This design comes from an exercise in tuning for a short achievable clock period and few clock cycles on the open sky130 flow, not from production work. In this exercise RTL edits were held to simulation tests only and were not proved equivalent to the original. Power is estimated from default activity; no workload was simulated.

===== flow/design.v =====
package core_pkg;
typedef enum logic [16:0] {
    LUI = 17'b0000000_000_0110111,
    AUIPC = 17'b0000000_000_0010111,
    JAL = 17'b0000000_000_1101111,
    JALR = 17'b0000000_000_1100111,
    BEQ = 17'b0000000_000_1100011,
    BNE = 17'b0000000_001_1100011,
    BLT = 17'b0000000_100_1100011,
    BGE = 17'b0000000_101_1100011,
    BLTU = 17'b0000000_110_1100011,
    BGEU = 17'b0000000_111_1100011,
    LB = 17'b0000000_000_0000011,
    LH = 17'b0000000_001_0000011,
    LW = 17'b0000000_010_0000011,
    LBU = 17'b0000000_100_0000011,
    LHU = 17'b0000000_101_0000011,
    SB = 17'b0000000_000_0100011,
    SH = 17'b0000000_001_0100011,
    SW = 17'b0000000_010_0100011,
    ADDI = 17'b0000000_000_0010011,
    SLTI = 17'b0000000_010_0010011,
    SLTIU = 17'b0000000_011_0010011,
    XORI = 17'b0000000_100_0010011,
    ORI = 17'b0000000_110_0010011,
    ANDI = 17'b0000000_111_0010011,
    SLLI = 17'b0000000_001_0010011,
    SRLI = 17'b0000000_101_0010011,
    SRAI = 17'b0100000_101_0010011,
    ADD = 17'b0000000_000_0110011,
    SUB = 17'b0100000_000_0110011,
    SLL = 17'b0000000_001_0110011,
    SLT = 17'b0000000_010_0110011,
    SLTU = 17'b0000000_011_0110011,
    XOR = 17'b0000000_100_0110011,
    SRL = 17'b0000000_101_0110011,
    SRA = 17'b0100000_101_0110011,
    OR = 17'b0000000_110_0110011,
    AND = 17'b0000000_111_0110011,
    INVALID = 17'b1111111_111_1111111
} instr_t;
typedef enum logic [3:0] {
    ALU_OP_ADD,
    ALU_OP_SLT,
    ALU_OP_SLTU,
    ALU_OP_AND,
    ALU_OP_OR,
    ALU_OP_XOR,
    ALU_OP_SLL,
    ALU_OP_SRL,
    ALU_OP_SUB,
    ALU_OP_SRA,
    ALU_OP_INVALID
} alu_op_t;
typedef enum logic {
    ALU_A_RF,
    ALU_A_PC
} alu_a_src_t;
typedef enum logic [1:0] {
    ALU_B_RF,
    ALU_B_IMM,
    ALU_B_CONST_4
} alu_b_src_t;
typedef enum logic [1:0] {
    RF_RD_ALU,
    RF_RD_LSU,
    RF_RD_IMM
} rf_rd_src_t;
typedef enum logic [3:0] {
    LSU_LOAD_BYTE,
    LSU_LOAD_BYTE_UNSIGNED,
    LSU_LOAD_HALF_WORD,
    LSU_LOAD_HALF_WORD_UNSIGNED,
    LSU_LOAD_WORD,
    LSU_STORE_BYTE,
    LSU_STORE_HALF_WORD,
    LSU_STORE_WORD,
    LSU_NONE_OP
} lsu_op_t;
endpackage
module alu (
    input core_pkg::alu_op_t      op,
    output logic        eq,
    output logic        lt,
    output logic [31:0] y,
    input logic [31:0]  a,
    input logic [31:0]  b
);
always_comb begin
    case (op)
    core_pkg::ALU_OP_ADD:     y = a + b;
    core_pkg::ALU_OP_SLT:     y = {31'b0, $signed(a) < $signed(b)};
    core_pkg::ALU_OP_SLTU:    y = {31'b0, a < b};
    core_pkg::ALU_OP_AND:     y = a & b;
    core_pkg::ALU_OP_OR:      y = a | b;
    core_pkg::ALU_OP_XOR:     y = a ^ b;
    core_pkg::ALU_OP_SLL:     y = a << b[4:0];
    core_pkg::ALU_OP_SRL:     y = a >> b[4:0];
    core_pkg::ALU_OP_SUB:     y = a - b;
    core_pkg::ALU_OP_SRA:     y = $signed(a) >>> b[4:0];
    default:        y = 32'b0;
    endcase
end
always_comb begin
    eq = (op == core_pkg::ALU_OP_SUB) && (y == 0);
    lt = ((op == core_pkg::ALU_OP_SLT || op == core_pkg::ALU_OP_SLTU)) && (y == 1);
end
endmodule
module cu (
    input logic        clk,
    input logic        rst_n,
    input logic        instr_valid,
    input core_pkg::instr_t      instr,
    output logic       ifu_branch,
    output logic       ifu_relative_jump,
    output logic       ifu_absolute_jump,
    output logic       ifu_stall,
    output logic       rf_we,
    output core_pkg::rf_rd_src_t rf_rd_src,
    output core_pkg::alu_op_t    alu_op,
    output core_pkg::alu_a_src_t alu_a_src,
    output core_pkg::alu_b_src_t alu_b_src,
    input logic        alu_eq,
    input logic        alu_lt,
    output core_pkg::lsu_op_t    lsu_op,
    input logic        lsu_rvalid
);
typedef enum logic {
    LSU_IDLE,
    LSU_ACTIVE
} lsu_state_t;
lsu_state_t lsu_state, lsu_state_nxt;
always_comb begin
    case (instr)
    core_pkg::ADD, core_pkg::ADDI, core_pkg::LB, core_pkg::LH, core_pkg::LW, core_pkg::LBU, core_pkg::LHU, core_pkg::SB, core_pkg::SH, core_pkg::SW, core_pkg::JAL, core_pkg::JALR, core_pkg::AUIPC:  alu_op = core_pkg::ALU_OP_ADD;
    core_pkg::SLT, core_pkg::SLTI, core_pkg::BLT, core_pkg::BGE:                                            alu_op = core_pkg::ALU_OP_SLT;
    core_pkg::SLTU, core_pkg::SLTIU, core_pkg::BLTU, core_pkg::BGEU:                                        alu_op = core_pkg::ALU_OP_SLTU;
    core_pkg::AND, core_pkg::ANDI:                                                      alu_op = core_pkg::ALU_OP_AND;
    core_pkg::OR, core_pkg::ORI:                                                        alu_op = core_pkg::ALU_OP_OR;
    core_pkg::XOR, core_pkg::XORI:                                                      alu_op = core_pkg::ALU_OP_XOR;
    core_pkg::SLL, core_pkg::SLLI:                                                      alu_op = core_pkg::ALU_OP_SLL;
    core_pkg::SRL, core_pkg::SRLI:                                                      alu_op = core_pkg::ALU_OP_SRL;
    core_pkg::SUB, core_pkg::BEQ, core_pkg::BNE:                                                  alu_op = core_pkg::ALU_OP_SUB;
    core_pkg::SRA, core_pkg::SRAI:                                                      alu_op = core_pkg::ALU_OP_SRA;
    default:                                                        alu_op = core_pkg::ALU_OP_INVALID;
    endcase
end
always_comb begin
    if ((instr == core_pkg::AUIPC || instr == core_pkg::JAL || instr == core_pkg::JALR))
        alu_a_src = core_pkg::ALU_A_PC;
    else
        alu_a_src = core_pkg::ALU_A_RF;
end
always_comb begin
    if ((instr == core_pkg::AUIPC || instr == core_pkg::LB || instr == core_pkg::LH || instr == core_pkg::LW || instr == core_pkg::LBU || instr == core_pkg::LHU || instr == core_pkg::SB || instr == core_pkg::SH || instr == core_pkg::SW || instr == core_pkg::ADDI || instr == core_pkg::SLTI || instr == core_pkg::SLTIU || instr == core_pkg::XORI || instr == core_pkg::ORI || instr == core_pkg::ANDI || instr == core_pkg::SLLI || instr == core_pkg::SRLI || instr == core_pkg::SRAI))
        alu_b_src = core_pkg::ALU_B_IMM;
    else if ((instr == core_pkg::JAL || instr == core_pkg::JALR))
        alu_b_src = core_pkg::ALU_B_CONST_4;
    else
        alu_b_src = core_pkg::ALU_B_RF;
end
always_comb begin
    if ((instr == core_pkg::LUI || instr == core_pkg::AUIPC || instr == core_pkg::ADDI || instr == core_pkg::SLTI || instr == core_pkg::SLTIU || instr == core_pkg::XORI || instr == core_pkg::ORI || instr == core_pkg::ANDI || instr == core_pkg::SLLI || instr == core_pkg::SRLI || instr == core_pkg::SRAI || instr == core_pkg::ADD || instr == core_pkg::SUB || instr == core_pkg::SLL || instr == core_pkg::SLT || instr == core_pkg::SLTU || instr == core_pkg::XOR || instr == core_pkg::SRL || instr == core_pkg::SRA || instr == core_pkg::OR || instr == core_pkg::AND))
        rf_we = 1'b1;
    else if ((instr == core_pkg::LB || instr == core_pkg::LH || instr == core_pkg::LW || instr == core_pkg::LBU || instr == core_pkg::LHU) && lsu_rvalid)
        rf_we = 1'b1;
    else if ((instr == core_pkg::JAL || instr == core_pkg::JALR) && instr_valid)
        rf_we = 1'b1;
    else
        rf_we = 1'b0;
end
always_comb begin
    if ((instr == core_pkg::LB || instr == core_pkg::LH || instr == core_pkg::LW || instr == core_pkg::LBU || instr == core_pkg::LHU))
        rf_rd_src = core_pkg::RF_RD_LSU;
    else if (instr == core_pkg::LUI)
        rf_rd_src = core_pkg::RF_RD_IMM;
    else
        rf_rd_src = core_pkg::RF_RD_ALU;
end
always_comb begin
    if ((instr == core_pkg::BEQ && alu_eq) ||
        (instr == core_pkg::BNE && !alu_eq) ||
        ((instr == core_pkg::BGE || instr == core_pkg::BGEU) && !alu_lt) ||
        ((instr == core_pkg::BLT || instr == core_pkg::BLTU) && alu_lt))
        ifu_branch = 1'b1;
    else
        ifu_branch = 1'b0;
end
always_comb begin
    if (instr == core_pkg::JAL)
        ifu_relative_jump = 1'b1;
    else
        ifu_relative_jump = 1'b0;
end
always_comb begin
    if (instr == core_pkg::JALR)
        ifu_absolute_jump = 1'b1;
    else
        ifu_absolute_jump = 1'b0;
end
always_ff @(posedge clk or negedge rst_n) begin
    if (!rst_n)
        lsu_state <= LSU_IDLE;
    else
        lsu_state <= lsu_state_nxt;
end
always_comb begin
    lsu_state_nxt = lsu_state;
    case (lsu_state)
    LSU_IDLE: begin
        if (instr_valid && (instr == core_pkg::LB || instr == core_pkg::LH || instr == core_pkg::LW || instr == core_pkg::LBU || instr == core_pkg::LHU || instr == core_pkg::SB || instr == core_pkg::SH || instr == core_pkg::SW))
            lsu_state_nxt = LSU_ACTIVE;
    end
    LSU_ACTIVE: begin
        if (lsu_rvalid)
            lsu_state_nxt = LSU_IDLE;
    end
    endcase
end
always_comb begin
    lsu_op = core_pkg::LSU_NONE_OP;
    ifu_stall = 1'b0;
    case (lsu_state)
    LSU_IDLE: begin
        if (instr_valid && (instr == core_pkg::LB || instr == core_pkg::LH || instr == core_pkg::LW || instr == core_pkg::LBU || instr == core_pkg::LHU || instr == core_pkg::SB || instr == core_pkg::SH || instr == core_pkg::SW)) begin
            ifu_stall = 1'b1;
            case (instr)
            core_pkg::LB:     lsu_op = core_pkg::LSU_LOAD_BYTE;
            core_pkg::LBU:    lsu_op = core_pkg::LSU_LOAD_BYTE_UNSIGNED;
            core_pkg::LH:     lsu_op = core_pkg::LSU_LOAD_HALF_WORD;
            core_pkg::LHU:    lsu_op = core_pkg::LSU_LOAD_HALF_WORD_UNSIGNED;
            core_pkg::LW:     lsu_op = core_pkg::LSU_LOAD_WORD;
            core_pkg::SB:     lsu_op = core_pkg::LSU_STORE_BYTE;
            core_pkg::SH:     lsu_op = core_pkg::LSU_STORE_HALF_WORD;
            core_pkg::SW:     lsu_op = core_pkg::LSU_STORE_WORD;
            endcase
        end
    end
    LSU_ACTIVE: begin
        ifu_stall = ~lsu_rvalid;
        case (instr)
        core_pkg::LB:     lsu_op = core_pkg::LSU_LOAD_BYTE;
        core_pkg::LBU:    lsu_op = core_pkg::LSU_LOAD_BYTE_UNSIGNED;
        core_pkg::LH:     lsu_op = core_pkg::LSU_LOAD_HALF_WORD;
        core_pkg::LHU:    lsu_op = core_pkg::LSU_LOAD_HALF_WORD_UNSIGNED;
        core_pkg::LW:     lsu_op = core_pkg::LSU_LOAD_WORD;
        core_pkg::SB:     lsu_op = core_pkg::LSU_STORE_BYTE;
        core_pkg::SH:     lsu_op = core_pkg::LSU_STORE_HALF_WORD;
        core_pkg::SW:     lsu_op = core_pkg::LSU_STORE_WORD;
        endcase
    end
    endcase
end
endmodule
module idu (
    input logic         ibus_rvalid,
    input logic [31:0]  ibus_rdata,
    output logic        instr_valid,
    output core_pkg::instr_t      instr,
    output logic [31:0] imm,
    output logic [4:0]  rs1,
    output logic [4:0]  rs2,
    output logic [4:0]  rd
);
assign instr_valid = ibus_rvalid;
assign rs1 = ibus_rdata[19:15];
assign rs2 = ibus_rdata[24:20];
assign rd = ibus_rdata[11:7];
function logic is_r_type(core_pkg::instr_t instr);
    is_r_type = (instr == core_pkg::ADD || instr == core_pkg::SUB || instr == core_pkg::SLL || instr == core_pkg::SLT || instr == core_pkg::SLTU || instr == core_pkg::XOR || instr == core_pkg::SRL || instr == core_pkg::SRA || instr == core_pkg::OR || instr == core_pkg::AND);
endfunction
function logic is_i_type(core_pkg::instr_t instr);
    is_i_type = (instr == core_pkg::JALR || instr == core_pkg::LB || instr == core_pkg::LH || instr == core_pkg::LW || instr == core_pkg::LBU || instr == core_pkg::LHU || instr == core_pkg::ADDI || instr == core_pkg::SLTI || instr == core_pkg::SLTIU || instr == core_pkg::XORI || instr == core_pkg::ORI || instr == core_pkg::ANDI || instr == core_pkg::SLLI || instr == core_pkg::SRLI || instr == core_pkg::SRAI);
endfunction
function logic is_s_type(core_pkg::instr_t instr);
    is_s_type = (instr == core_pkg::SB || instr == core_pkg::SH || instr == core_pkg::SW);
endfunction
function logic is_b_type(core_pkg::instr_t instr);
    is_b_type = (instr == core_pkg::BEQ || instr == core_pkg::BNE || instr == core_pkg::BLT || instr == core_pkg::BGE || instr == core_pkg::BLTU || instr == core_pkg::BGEU);
endfunction
function logic is_u_type(core_pkg::instr_t instr);
    is_u_type = (instr == core_pkg::LUI || instr == core_pkg::AUIPC);
endfunction
function logic is_j_type(core_pkg::instr_t instr);
    is_j_type = (instr == core_pkg::JAL);
endfunction
always_comb begin
    casez (ibus_rdata)
    32'b????_????_????_????_????_????_?011_0111:    instr = core_pkg::LUI;
    32'b????_????_????_????_????_????_?001_0111:    instr = core_pkg::AUIPC;
    32'b????_????_????_????_????_????_?110_1111:    instr = core_pkg::JAL;
    32'b????_????_????_????_?000_????_?110_0111:    instr = core_pkg::JALR;
    32'b????_????_????_????_?000_????_?110_0011:    instr = core_pkg::BEQ;
    32'b????_????_????_????_?001_????_?110_0011:    instr = core_pkg::BNE;
    32'b????_????_????_????_?100_????_?110_0011:    instr = core_pkg::BLT;
    32'b????_????_????_????_?101_????_?110_0011:    instr = core_pkg::BGE;
    32'b????_????_????_????_?110_????_?110_0011:    instr = core_pkg::BLTU;
    32'b????_????_????_????_?111_????_?110_0011:    instr = core_pkg::BGEU;
    32'b????_????_????_????_?000_????_?000_0011:    instr = core_pkg::LB;
    32'b????_????_????_????_?001_????_?000_0011:    instr = core_pkg::LH;
    32'b????_????_????_????_?010_????_?000_0011:    instr = core_pkg::LW;
    32'b????_????_????_????_?100_????_?000_0011:    instr = core_pkg::LBU;
    32'b????_????_????_????_?101_????_?000_0011:    instr = core_pkg::LHU;
    32'b????_????_????_????_?000_????_?010_0011:    instr = core_pkg::SB;
    32'b????_????_????_????_?001_????_?010_0011:    instr = core_pkg::SH;
    32'b????_????_????_????_?010_????_?010_0011:    instr = core_pkg::SW;
    32'b????_????_????_????_?000_????_?001_0011:    instr = core_pkg::ADDI;
    32'b????_????_????_????_?010_????_?001_0011:    instr = core_pkg::SLTI;
    32'b????_????_????_????_?011_????_?001_0011:    instr = core_pkg::SLTIU;
    32'b????_????_????_????_?100_????_?001_0011:    instr = core_pkg::XORI;
    32'b????_????_????_????_?110_????_?001_0011:    instr = core_pkg::ORI;
    32'b????_????_????_????_?111_????_?001_0011:    instr = core_pkg::ANDI;
    32'b0000_000?_????_????_?001_????_?001_0011:    instr = core_pkg::SLLI;
    32'b0000_000?_????_????_?101_????_?001_0011:    instr = core_pkg::SRLI;
    32'b0100_000?_????_????_?101_????_?001_0011:    instr = core_pkg::SRAI;
    32'b0000_000?_????_????_?000_????_?011_0011:    instr = core_pkg::ADD;
    32'b0100_000?_????_????_?000_????_?011_0011:    instr = core_pkg::SUB;
    32'b0000_000?_????_????_?001_????_?011_0011:    instr = core_pkg::SLL;
    32'b0000_000?_????_????_?010_????_?011_0011:    instr = core_pkg::SLT;
    32'b0000_000?_????_????_?011_????_?011_0011:    instr = core_pkg::SLTU;
    32'b0000_000?_????_????_?100_????_?011_0011:    instr = core_pkg::XOR;
    32'b0000_000?_????_????_?101_????_?011_0011:    instr = core_pkg::SRL;
    32'b0100_000?_????_????_?101_????_?011_0011:    instr = core_pkg::SRA;
    32'b0000_000?_????_????_?110_????_?011_0011:    instr = core_pkg::OR;
    32'b0000_000?_????_????_?111_????_?011_0011:    instr = core_pkg::AND;
    default:                                        instr = core_pkg::INVALID;
    endcase
end
always_comb begin
    if (is_r_type(instr))
        imm = 32'b0;
    else if (is_i_type(instr))
        imm = {{20{ibus_rdata[31]}}, ibus_rdata[31:20]};
    else if (is_s_type(instr))
        imm = {{20{ibus_rdata[31]}}, ibus_rdata[31:25], ibus_rdata[11:7]};
    else if (is_b_type(instr))
        imm = {{19{ibus_rdata[31]}}, ibus_rdata[31], ibus_rdata[7], ibus_rdata[30:25], ibus_rdata[11:8], 1'b0};
    else if (is_u_type(instr))
        imm = {ibus_rdata[31:12], 12'b0};
    else if (is_j_type(instr))
        imm = {{12{ibus_rdata[31]}}, ibus_rdata[19:12], ibus_rdata[20], ibus_rdata[30:21], 1'b0};
    else
        imm = 32'b0;
end
endmodule
module rf (
    input logic         clk,
    input logic         rst_n,
    input logic [4:0]   rs1,
    input logic [4:0]   rs2,
    input logic [4:0]   rd,
    output logic [31:0] rdata1,
    output logic [31:0] rdata2,
    input logic         we,
    input logic [31:0]  wdata
);
logic [31:0] [31:0] mem;
assign rdata1 = (rs1 == 0) ? 32'b0 : mem[rs1];
assign rdata2 = (rs2 == 0) ? 32'b0 : mem[rs2];
always_ff @(posedge clk or negedge rst_n) begin
    if (!rst_n) begin
        mem <= {{32{32'b0}}};
    end else begin
        if (we && rd != 5'b0)
            mem[rd] <= wdata;
    end
end
endmodule
module ifu (
    input logic         clk,
    input logic         rst_n,
    input logic         stall,
    input logic         branch,
    input logic         relative_jump,
    input logic         absolute_jump,
    output logic [31:0] pc,
    output logic        ibus_rvalid,
    output logic [31:0] ibus_rdata,
    input logic [31:0]  rf_rdata,
    input logic [31:0]  imm,
    output logic        ibus_req,
    output logic [31:0] ibus_addr,
    input logic         ibus_rvalid_i,
    input logic [31:0]  ibus_rdata_i
);
typedef enum logic [1:0] {
    INITIALIZATION,
    LINEAR_FETCHING,
    NON_LINEAR_FETCH,
    NON_LINEAR_FETCH_PROPAGATION
} state_t;
state_t      state, state_nxt;
logic [31:0] pc_fetch, pc_fetch_nxt, pc_decode, pc_decode_nxt, ibus_rdata_nxt;
logic        ibus_rvalid_nxt;
assign pc = pc_decode;
assign ibus_req = 1'b1;
assign ibus_addr = pc_fetch_nxt;
always_ff @(posedge clk or negedge rst_n) begin
    if (!rst_n)
        state <= INITIALIZATION;
    else
        state <= state_nxt;
end
always_comb begin
    state_nxt = state;
    case (state)
    INITIALIZATION: begin
        state_nxt = LINEAR_FETCHING;
    end
    LINEAR_FETCHING: begin
        if (branch || relative_jump || absolute_jump)
            state_nxt = NON_LINEAR_FETCH;
    end
    NON_LINEAR_FETCH: begin
        if (ibus_rvalid_i)
            state_nxt = NON_LINEAR_FETCH_PROPAGATION;
    end
    NON_LINEAR_FETCH_PROPAGATION: begin
        state_nxt = LINEAR_FETCHING;
    end
    endcase
end
always_ff @(posedge clk or negedge rst_n) begin
    if (!rst_n) begin
        pc_fetch <= 32'b0;
        pc_decode <= 32'b0;
        ibus_rvalid <= 1'b0;
        ibus_rdata <= 32'b0;
    end else begin
        pc_fetch <= pc_fetch_nxt;
        pc_decode <= pc_decode_nxt;
        ibus_rvalid <= ibus_rvalid_nxt;
        ibus_rdata <= ibus_rdata_nxt;
    end
end
always_comb begin
    pc_fetch_nxt = pc_fetch;
    pc_decode_nxt = pc_decode;
    ibus_rvalid_nxt = 1'b0;
    ibus_rdata_nxt = ibus_rdata;
    case (state)
    INITIALIZATION: begin
        pc_fetch_nxt = 32'b0;
    end
    LINEAR_FETCHING: begin
        if (ibus_rvalid_i) begin
            pc_fetch_nxt = pc_fetch + 4;
            pc_decode_nxt = pc_fetch;
            ibus_rvalid_nxt = 1'b1;
            ibus_rdata_nxt = ibus_rdata_i;
        end
        if (stall) begin
            pc_fetch_nxt = pc_fetch;
            pc_decode_nxt = pc_decode;
            ibus_rvalid_nxt = 1'b0;
            ibus_rdata_nxt = ibus_rdata;
        end else if (branch) begin
            pc_fetch_nxt = pc_decode + imm;
            pc_decode_nxt = pc_decode;
            ibus_rvalid_nxt = 1'b0;
            ibus_rdata_nxt = ibus_rdata;
        end else if (relative_jump) begin
            pc_fetch_nxt = pc_decode + imm;
            pc_decode_nxt = pc_decode;
            ibus_rvalid_nxt = 1'b0;
            ibus_rdata_nxt = ibus_rdata;
        end else if (absolute_jump) begin
            pc_fetch_nxt = (rf_rdata + imm) & 32'hffff_fffe;
            pc_decode_nxt = pc_decode;
            ibus_rvalid_nxt = 1'b0;
            ibus_rdata_nxt = ibus_rdata;
        end
    end
    NON_LINEAR_FETCH: ;
    NON_LINEAR_FETCH_PROPAGATION: begin
        pc_fetch_nxt = pc_fetch + 4;
        pc_decode_nxt = pc_fetch;
        ibus_rvalid_nxt = 1'b1;
        ibus_rdata_nxt = ibus_rdata_i;
    end
    endcase
end
endmodule
module lsu (
    input logic         clk,
    input logic         rst_n,
    output logic        rvalid,
    output logic [31:0] rdata,
    input core_pkg::lsu_op_t      op,
    input logic [31:0]  addr,
    input logic [31:0]  wdata,
    output logic        dbus_req,
    output logic        dbus_we,
    output logic [3:0]  dbus_be,
    output logic [31:0] dbus_addr,
    output logic [31:0] dbus_wdata,
    input logic         dbus_gnt,
    input logic         dbus_rvalid,
    input logic [31:0]  dbus_rdata
);
typedef enum logic [1:0] {
    IDLE,
    WAITING_FOR_GRANT,
    WAITING_FOR_RESPONSE
} state_t;
state_t state, state_nxt;
always_ff @(posedge clk or negedge rst_n) begin
    if (!rst_n)
        state <= IDLE;
    else
        state <= state_nxt;
end
always_comb begin
    state_nxt = state;
    case (state)
    IDLE: begin
        if (op != core_pkg::LSU_NONE_OP) begin
            if (dbus_gnt)
                state_nxt = WAITING_FOR_RESPONSE;
            else
                state_nxt = WAITING_FOR_GRANT;
        end
    end
    WAITING_FOR_GRANT: begin
        if (dbus_gnt)
            state_nxt = WAITING_FOR_RESPONSE;
    end
    WAITING_FOR_RESPONSE: begin
        if (dbus_rvalid)
            state_nxt = IDLE;
    end
    endcase
end
always_comb begin
    rvalid = (state == WAITING_FOR_RESPONSE) && dbus_rvalid;
end
always_comb begin
    rdata = 32'h0;
    case (op)
    core_pkg::LSU_LOAD_BYTE: begin
        case (addr[1:0])
        2'h0:   rdata = {{24{dbus_rdata[7]}}, dbus_rdata[7:0]};
        2'h1:   rdata = {{24{dbus_rdata[15]}}, dbus_rdata[15:8]};
        2'h2:   rdata = {{24{dbus_rdata[23]}}, dbus_rdata[23:16]};
        2'h3:   rdata = {{24{dbus_rdata[31]}}, dbus_rdata[31:24]};
        endcase
    end
    core_pkg::LSU_LOAD_BYTE_UNSIGNED: begin
        case (addr[1:0])
        2'h0:   rdata = {24'b0, dbus_rdata[7:0]};
        2'h1:   rdata = {24'b0, dbus_rdata[15:8]};
        2'h2:   rdata = {24'b0, dbus_rdata[23:16]};
        2'h3:   rdata = {24'b0, dbus_rdata[31:24]};
        endcase
    end
    core_pkg::LSU_LOAD_HALF_WORD: begin
        case (addr[1:0])
        2'h0:   rdata = {{16{dbus_rdata[15]}}, dbus_rdata[15:0]};
        2'h2:   rdata = {{16{dbus_rdata[31]}}, dbus_rdata[31:16]};
        endcase
    end
    core_pkg::LSU_LOAD_HALF_WORD_UNSIGNED: begin
        case (addr[1:0])
        2'h0:   rdata = {16'b0, dbus_rdata[15:0]};
        2'h2:   rdata = {16'b0, dbus_rdata[31:16]};
        endcase
    end
    core_pkg::LSU_LOAD_WORD: begin
        case (addr[1:0])
        2'h0:   rdata = dbus_rdata;
        endcase
    end
    endcase
end
always_comb begin
    dbus_req = (state == IDLE && op != core_pkg::LSU_NONE_OP) || (state == WAITING_FOR_GRANT);
end
always_comb begin
    dbus_we = (op == core_pkg::LSU_STORE_BYTE || op == core_pkg::LSU_STORE_HALF_WORD || op == core_pkg::LSU_STORE_WORD);
end
always_comb begin
    dbus_be = 4'h0;
    case (op)
    core_pkg::LSU_LOAD_BYTE, core_pkg::LSU_LOAD_BYTE_UNSIGNED, core_pkg::LSU_STORE_BYTE: begin
        case (addr[1:0])
        2'h0:   dbus_be = 4'h1;
        2'h1:   dbus_be = 4'h2;
        2'h2:   dbus_be = 4'h4;
        2'h3:   dbus_be = 4'h8;
        endcase
    end
    core_pkg::LSU_LOAD_HALF_WORD, core_pkg::LSU_LOAD_HALF_WORD_UNSIGNED, core_pkg::LSU_STORE_HALF_WORD: begin
        case (addr[1:0])
        2'h0:   dbus_be = 4'h3;
        2'h2:   dbus_be = 4'hc;
        endcase
    end
    core_pkg::LSU_LOAD_WORD, core_pkg::LSU_STORE_WORD: begin
        case (addr[1:0])
        2'h0:   dbus_be = 4'hf;
        endcase
    end
    endcase
end
always_comb begin
    dbus_addr = addr & 32'hffff_fffc;
end
always_comb begin
    dbus_wdata = 32'b0;
    case (op)
    core_pkg::LSU_STORE_BYTE: begin
        case (addr[1:0])
        2'h0:   dbus_wdata = {24'b0, wdata[7:0]};
        2'h1:   dbus_wdata = {16'b0, wdata[7:0], 8'b0};
        2'h2:   dbus_wdata = {8'b0, wdata[7:0], 16'b0};
        2'h3:   dbus_wdata = {wdata[7:0], 24'b0};
        endcase
    end
    core_pkg::LSU_STORE_HALF_WORD: begin
        case (addr[1:0])
        2'h0:   dbus_wdata = {16'b0, wdata[15:0]};
        2'h2:   dbus_wdata = {wdata[15:0], 16'b0};
        endcase
    end
    core_pkg::LSU_STORE_WORD: begin
        case (addr[1:0])
        2'h0:   dbus_wdata = wdata;
        endcase
    end
    endcase
end
endmodule
module core (
    input logic      clk,
    input logic      rst_n,
    output logic        ibus_req,
    output logic [31:0] ibus_addr,
    input logic         ibus_gnt,
    input logic         ibus_rvalid,
    input logic [31:0]  ibus_rdata,
    output logic        dbus_req,
    output logic        dbus_we,
    output logic [3:0]  dbus_be,
    output logic [31:0] dbus_addr,
    output logic [31:0] dbus_wdata,
    input logic         dbus_gnt,
    input logic         dbus_rvalid,
    input logic [31:0]  dbus_rdata
);
logic        ifu_stall, ifu_branch, ifu_relative_jump, ifu_absolute_jump, fetch_rvalid;
core_pkg::instr_t      instr;
logic [31:0] imm, pc, fetch_rdata;
logic [4:0]  rs1, rs2, rd;
logic        instr_valid;
core_pkg::alu_op_t     alu_op;
core_pkg::alu_a_src_t  alu_a_src;
core_pkg::alu_b_src_t  alu_b_src;
logic [31:0] alu_a, alu_b, alu_y;
logic        alu_eq, alu_lt;
logic [31:0] rf_rdata1, rf_rdata2, rf_wdata;
core_pkg::rf_rd_src_t  rf_rd_src;
logic        rf_we;
core_pkg::lsu_op_t     lsu_op;
logic [31:0] lsu_rdata;
logic        lsu_rvalid;
ifu u_ifu (
    .clk,
    .rst_n,
    .stall(ifu_stall),
    .branch(ifu_branch),
    .relative_jump(ifu_relative_jump),
    .absolute_jump(ifu_absolute_jump),
    .pc,
    .ibus_rvalid(fetch_rvalid),
    .ibus_rdata(fetch_rdata),
    .rf_rdata(rf_rdata1),
    .imm,
    .ibus_req,
    .ibus_addr,
    .ibus_rvalid_i(ibus_rvalid),
    .ibus_rdata_i(ibus_rdata)
);
idu u_idu (
    .ibus_rvalid(fetch_rvalid),
    .ibus_rdata(fetch_rdata),
    .instr_valid,
    .instr,
    .imm,
    .rs1,
    .rs2,
    .rd
);
cu u_cu (
    .clk,
    .rst_n,
    .instr_valid,
    .instr,
    .ifu_stall,
    .ifu_branch,
    .ifu_relative_jump,
    .ifu_absolute_jump,
    .rf_we,
    .rf_rd_src,
    .alu_op,
    .alu_a_src,
    .alu_b_src,
    .alu_eq,
    .alu_lt,
    .lsu_op,
    .lsu_rvalid
);
rf u_rf (
    .clk,
    .rst_n,
    .rs1,
    .rs2,
    .rd,
    .rdata1(rf_rdata1),
    .rdata2(rf_rdata2),
    .we(rf_we),
    .wdata(rf_wdata)
);
alu u_alu (
    .op(alu_op),
    .eq(alu_eq),
    .lt(alu_lt),
    .y(alu_y),
    .a(alu_a),
    .b(alu_b)
);
lsu u_lsu (
    .clk,
    .rst_n,
    .rvalid(lsu_rvalid),
    .rdata(lsu_rdata),
    .op(lsu_op),
    .addr(alu_y),
    .wdata(rf_rdata2),
    .dbus_req,
    .dbus_we,
    .dbus_be,
    .dbus_addr,
    .dbus_wdata,
    .dbus_gnt,
    .dbus_rvalid,
    .dbus_rdata
);
always_comb begin
    case (alu_a_src)
    core_pkg::ALU_A_PC:       alu_a = pc;
    core_pkg::ALU_A_RF:       alu_a = rf_rdata1;
    endcase
end
always_comb begin
    case (alu_b_src)
    core_pkg::ALU_B_IMM:      alu_b = imm;
    core_pkg::ALU_B_RF:       alu_b = rf_rdata2;
    core_pkg::ALU_B_CONST_4:  alu_b = 32'h0000_0004;
    default:        alu_b = 32'b0;
    endcase
end
always_comb begin
    case (rf_rd_src)
    core_pkg::RF_RD_ALU:  rf_wdata = alu_y;
    core_pkg::RF_RD_LSU:  rf_wdata = lsu_rdata;
    core_pkg::RF_RD_IMM:  rf_wdata = imm;
    default:    rf_wdata = 32'b0;
    endcase
end
endmodule

===== flow/run.sh =====
#!/bin/bash
# synth_recipe.tcl (not shown) runs the flow's synth.tcl, then flattens the netlist and writes it again
# the make line also repeats each setting of config.mk as NAME=value (left out here)
make -C /OpenROAD-flow-scripts/flow DESIGN_CONFIG=/design/flow/config.mk WORK_HOME=/design/flow/orfs CLKGATE_MAP_FILE= SYNTH_SCRIPT=/design/flow/synth_recipe.tcl finish

===== flow/config.mk =====
export PLATFORM = sky130hd
export DESIGN_NAME = core
export DESIGN_NICKNAME = core
export VERILOG_FILES = /design/flow/design.v
export SDC_FILE = /design/flow/constraint.sdc
export NUM_CORES = 4
export LEC_CHECK = 0
export CAP_MARGIN = 20
export CORE_MARGIN = 2
export CORE_UTILIZATION = 40
export PLACE_DENSITY = 0.6
export SLEW_MARGIN = 20

===== flow/constraint.sdc =====
create_clock -name core_clock -period 18.0 [get_ports {clk}]
set_input_delay 3.6000 -clock core_clock [delete_from_list [all_inputs] [get_ports {clk}]]
set_output_delay 3.6000 -clock core_clock [all_outputs]
set_load 0.01 [all_outputs]

==> flow_summary.yaml <==
run_status:
  status: "complete, no violations"
sta:
  hold_violations: 0
  min_period_over_period_pct: 90.4
  clock.fmax_ghz: 0.0615
  max_slew.worst_pin.slew_ns: 1.30
  slew_headroom_pct: 12.7
  period_needed_ns: 16.27
  setup_viol: 0
  fin_tns_setup_ns: 0
  maxSlewViolCount: 0
  worst_slack_ns: 1.73
  skew_ns: 0.0736
  rsz0062_at_grt: "false"
pwr:
  sw_frac_of_total_pct: 46.7
  combPwrFrac_pct: 53.3
  power_density_nw_per_um2: 161
  p_leak_nw: 35.5
  switchingPower_mw: 6.22
  p_clk_share_pct: 19.8
  seq_power_share_pct: 26.9
  max-vdd-ir-drop_v: 0.000163
  p_int_mw: 7.11
synth:
  avgSynthCellArea_um2: 9.88
  synth_cell_types: 97
  netlist_area_um2: 73900
  ys_ff_latch: 1126
  synth_common_cells: "1126 x dfrtp_1, 821 x nand2_1, 819 x nor2_1"
  synthCells: 7483
  synth.most_common_cell: "dfrtp_1"
  synth_area_leader_cell: "dfrtp_1"
  seq_area_frac_synth_pct: 38.1
  yosys_warnings: 7
  synth_top_cell_area_share_pct: 38.1
  synth_edf_count: 0
  async_flop_share_pct: 100
  synth_area_leaders: "dfrtp_1 38%, mux4_2 19%, a21oi_1 4.9%, o21ai_0 4.7%, nand2_1 4.2%"
  synth_flop_cell: "dfrtp_1"
die:
  io_pins: 173
  rows: 157
  die_x_um: 434
  coreArea_um2: 183000
  dieArea_um2: 188000
  start_util_pct: 40.3
  die_y_um: 434
detailed_routing:
  detail-route-antenna-nets: 0
  route.detailed.drc: 0
  wl_per_cell_um: 31.8
  via_per_inst: 6.42
  routed_wl_mm: 314
  first_pass_iters: 8
  num_vias: 63427
  first_iter_violations: 8006
finish:
  layout.cells.non_filler: 9883
  multi_input_area_um2: 42900
  n_fill_cell: 17206
  synthToLayoutAreaGrowth_pct: 11.8
  finish.instance_area_um2: 82600
  regArea_um2: 28200
  drive_gt1_share_pct: 16.8
  final_nets: 7553
flow_run:
  maxCapViolations: 0
clock_tree:
  clkTransAtPathRegs_ns: 0.06
  htreeDepth: 3
  hold_buffers: 0
  cts_tree: "built"
  clock_sinks: 1126
  cts_setup_buffers: 0
  insertion_delay_ns: 0.80
  cts_resized: 0
  clock_path_buffers: 3
  root_buffer: "clkbuf_16"
  cts_made_buffers: 119
worst_setup_path:
  startpoint: "u_ifu.ibus_rdata[3]$_DFFE_PN0P_"
  cp_slowest_cell: "or4b_2"
  crit_end: "ibus_addr[16]"
  start_kind: "flop"
  worst_ep_required_time_ns: 14.40
  end_kind: "primary output"
  worst-r2r-cell-count: 32
  arrival_ns: 12.67
  reg2reg_setup_slack_ns: 5.93
  r2r-end: "u_ifu.pc_decode[29]$_DFFE_PN0P_"
  path_class: "reg2out"
  critPathMaxStageDelay_ns: 0.68
  cp_max_fo: 42
  r2r-start: "u_ifu.ibus_rdata[3]$_DFFE_PN0P_"
global_route:
  track_usage_pct: 33.1
  grt_remaining_overflow: 0
  antenna_found_initial: 19
  grt_pass1_wl_mm: 449
  grt_pass1_vias: 61448
  grt_start_max_net_pins: 175
hold_path:
  hold_class: "reg2reg"
placed_design:
  post-place-ws_ns: 2.99
  dp_cells: 9644
  place_area_um2: 78300
  place_congestion: 1.01
  port_buffers: 168
  hpwl_mm: 211
==> flip-flops by register name, summed over array words and instances (netlist names) <==
register / count
u_ifu.ibus_rvalid: 1
u_ifu.state: 2
u_ifu.ibus_rdata: 32
u_ifu.pc_decode: 32
u_lsu.state: 2
u_rf.mem: 1024
u_ifu.pc_fetch: 32
u_cu.lsu_state: 1
==> placed cells by master, fill, tap and decap left out, types with 36 or more instances in the layout <==
cell and count:
a211oi_1 74, o22ai_1 74, mux2_1 64, clkbuf_16 120
ha_1 171, buf_4 212, and3_1 47, nand2b_1 36
inv_1 156, a22oi_1 43, mux2_2 56, a21oi_1 725
clkdlybuf4s50_1 167, nand3_1 75, nor3_1 139, a21o_1 55
xnor2_1 71, a31oi_1 36, dfrtp_1 1116, o21ai_0 694
mux2i_1 219, mux4_2 614, xor2_1 37, nand2_1 820
nor2_1 800
==> metal layers <==
layer	part of all wire [%]	wire length (um)	global-route usage, %	up-vias
met2	44	139000	49.9	3332
met1	38	118000	41.1	31997
met4	8.6	27000	24.0	8
met5	0.018	57	0	-
li1	-	-	-	27189
met3	9.6	30100	8.95	901
==> cell type report <==
type                    count  area share, %
diodes                      9         0.0273
clock buffers             163           4.14
clock inverters            60          0.916
inverters                 163          0.743
multi-input cells        5500           51.9
flip-flops and latches   1126           34.1
well taps                2464           3.73
repair buffers            398           4.41
==> logic make-up after synthesis <==
family / count (synthesis) / share of synthesized area, %
XOR/XNOR: 108 / 1.28
AND/OR/NAND/NOR: 2159 / 12.5
other: 2 / 0.0102
buffers and inverters: 858 / 4.64
flip-flops: 1126 / 38.1
multiplexers: 961 / 23.6
adder cells (fa/ha/maj): 175 / 3.00
AO/OA/AOI/OAI: 2094 / 16.8
==> power groups by stage <==
stage               clock, mW  combinational [mW]  sequential [mW]
CTS                      2.67                6.90             3.57
finish                   2.64                7.10             3.58
floorplan                   0                4.66             3.32
global route             2.78                7.44             3.65
detailed placement          0                6.87             3.61
global placement            0                6.85             3.56
==> how the worst min path moves through the flow <==
stage	startpoint	to	slack, ns	cells past startpoint
global route	u_rf.mem[20]$_DFFE_PN0P_	u_rf.mem[20]$_DFFE_PN0P_	0.41	0
global placement	u_rf.mem[16]$_DFFE_PN0P_	u_rf.mem[16]$_DFFE_PN0P_	0.38	0
floorplan	u_rf.mem[0]$_DFFE_PN0P_	u_rf.mem[0]$_DFFE_PN0P_	0.44	1
CTS	u_rf.mem[0]$_DFFE_PN0P_	u_rf.mem[0]$_DFFE_PN0P_	0.40	0
detailed placement	u_rf.mem[15]$_DFFE_PN0P_	u_rf.mem[15]$_DFFE_PN0P_	0.39	0
finish	u_rf.mem[16]$_DFFE_PN0P_	u_rf.mem[16]$_DFFE_PN0P_	0.40	0
==> metrics by stage <==
stage,hold slack [ns],utilization [%],total power [mW]
5_1_grt,0.410,45.1,13.9
3_3_place_gp,0.376,42.7,10.4
4_1_cts,0.399,45.0,13.1
6_report,0.396,45.1,13.3
2_1_floorplan,0.441,-,7.97
3_5_place_dp,0.385,42.7,10.5
==> worst max-delay path: cells and delay by family (launching register included) <==
family | cells | cell delay [ns]
multiplexers | 2 | 0.52
adder cells (fa/ha/maj) | 1 | 0.37
AND/OR/NAND/NOR | 13 | 5.13
flip-flops | 1 | 0.54
AO/OA/AOI/OAI | 11 | 3.83
buffers and inverters | 4 | 1.44
Testbench counts, summed over its fixed seeds: cycles 230,033.

separate check: timing with driven ports:
In the flow no input, the clock included, has a driving cell. The finished layout below was timed again as built, in two steps.
Step 1 assumes that a clkbuf_16 drives the clock port and a buf_2 every other input.
Step 2 times the ports against the registers' clock, not the clock port: input delays grow and output delays shrink by t, the midpoint of the rising clock arrivals with the driver on.
Three values: ideal ports, drivers, drivers and shift; two values: the first two.
t, ns: 0.849
setup WS [ns]: 1.732 / 1.647 / 2.497
worst setup path at the end: register to output
latest minus earliest clock arrival (ns): 0.074 / 0.073
After both steps setup and hold are still met in this run. For this run, drivers alone change the setup slack by -0.085 ns; drivers and shift together by +0.765 ns.
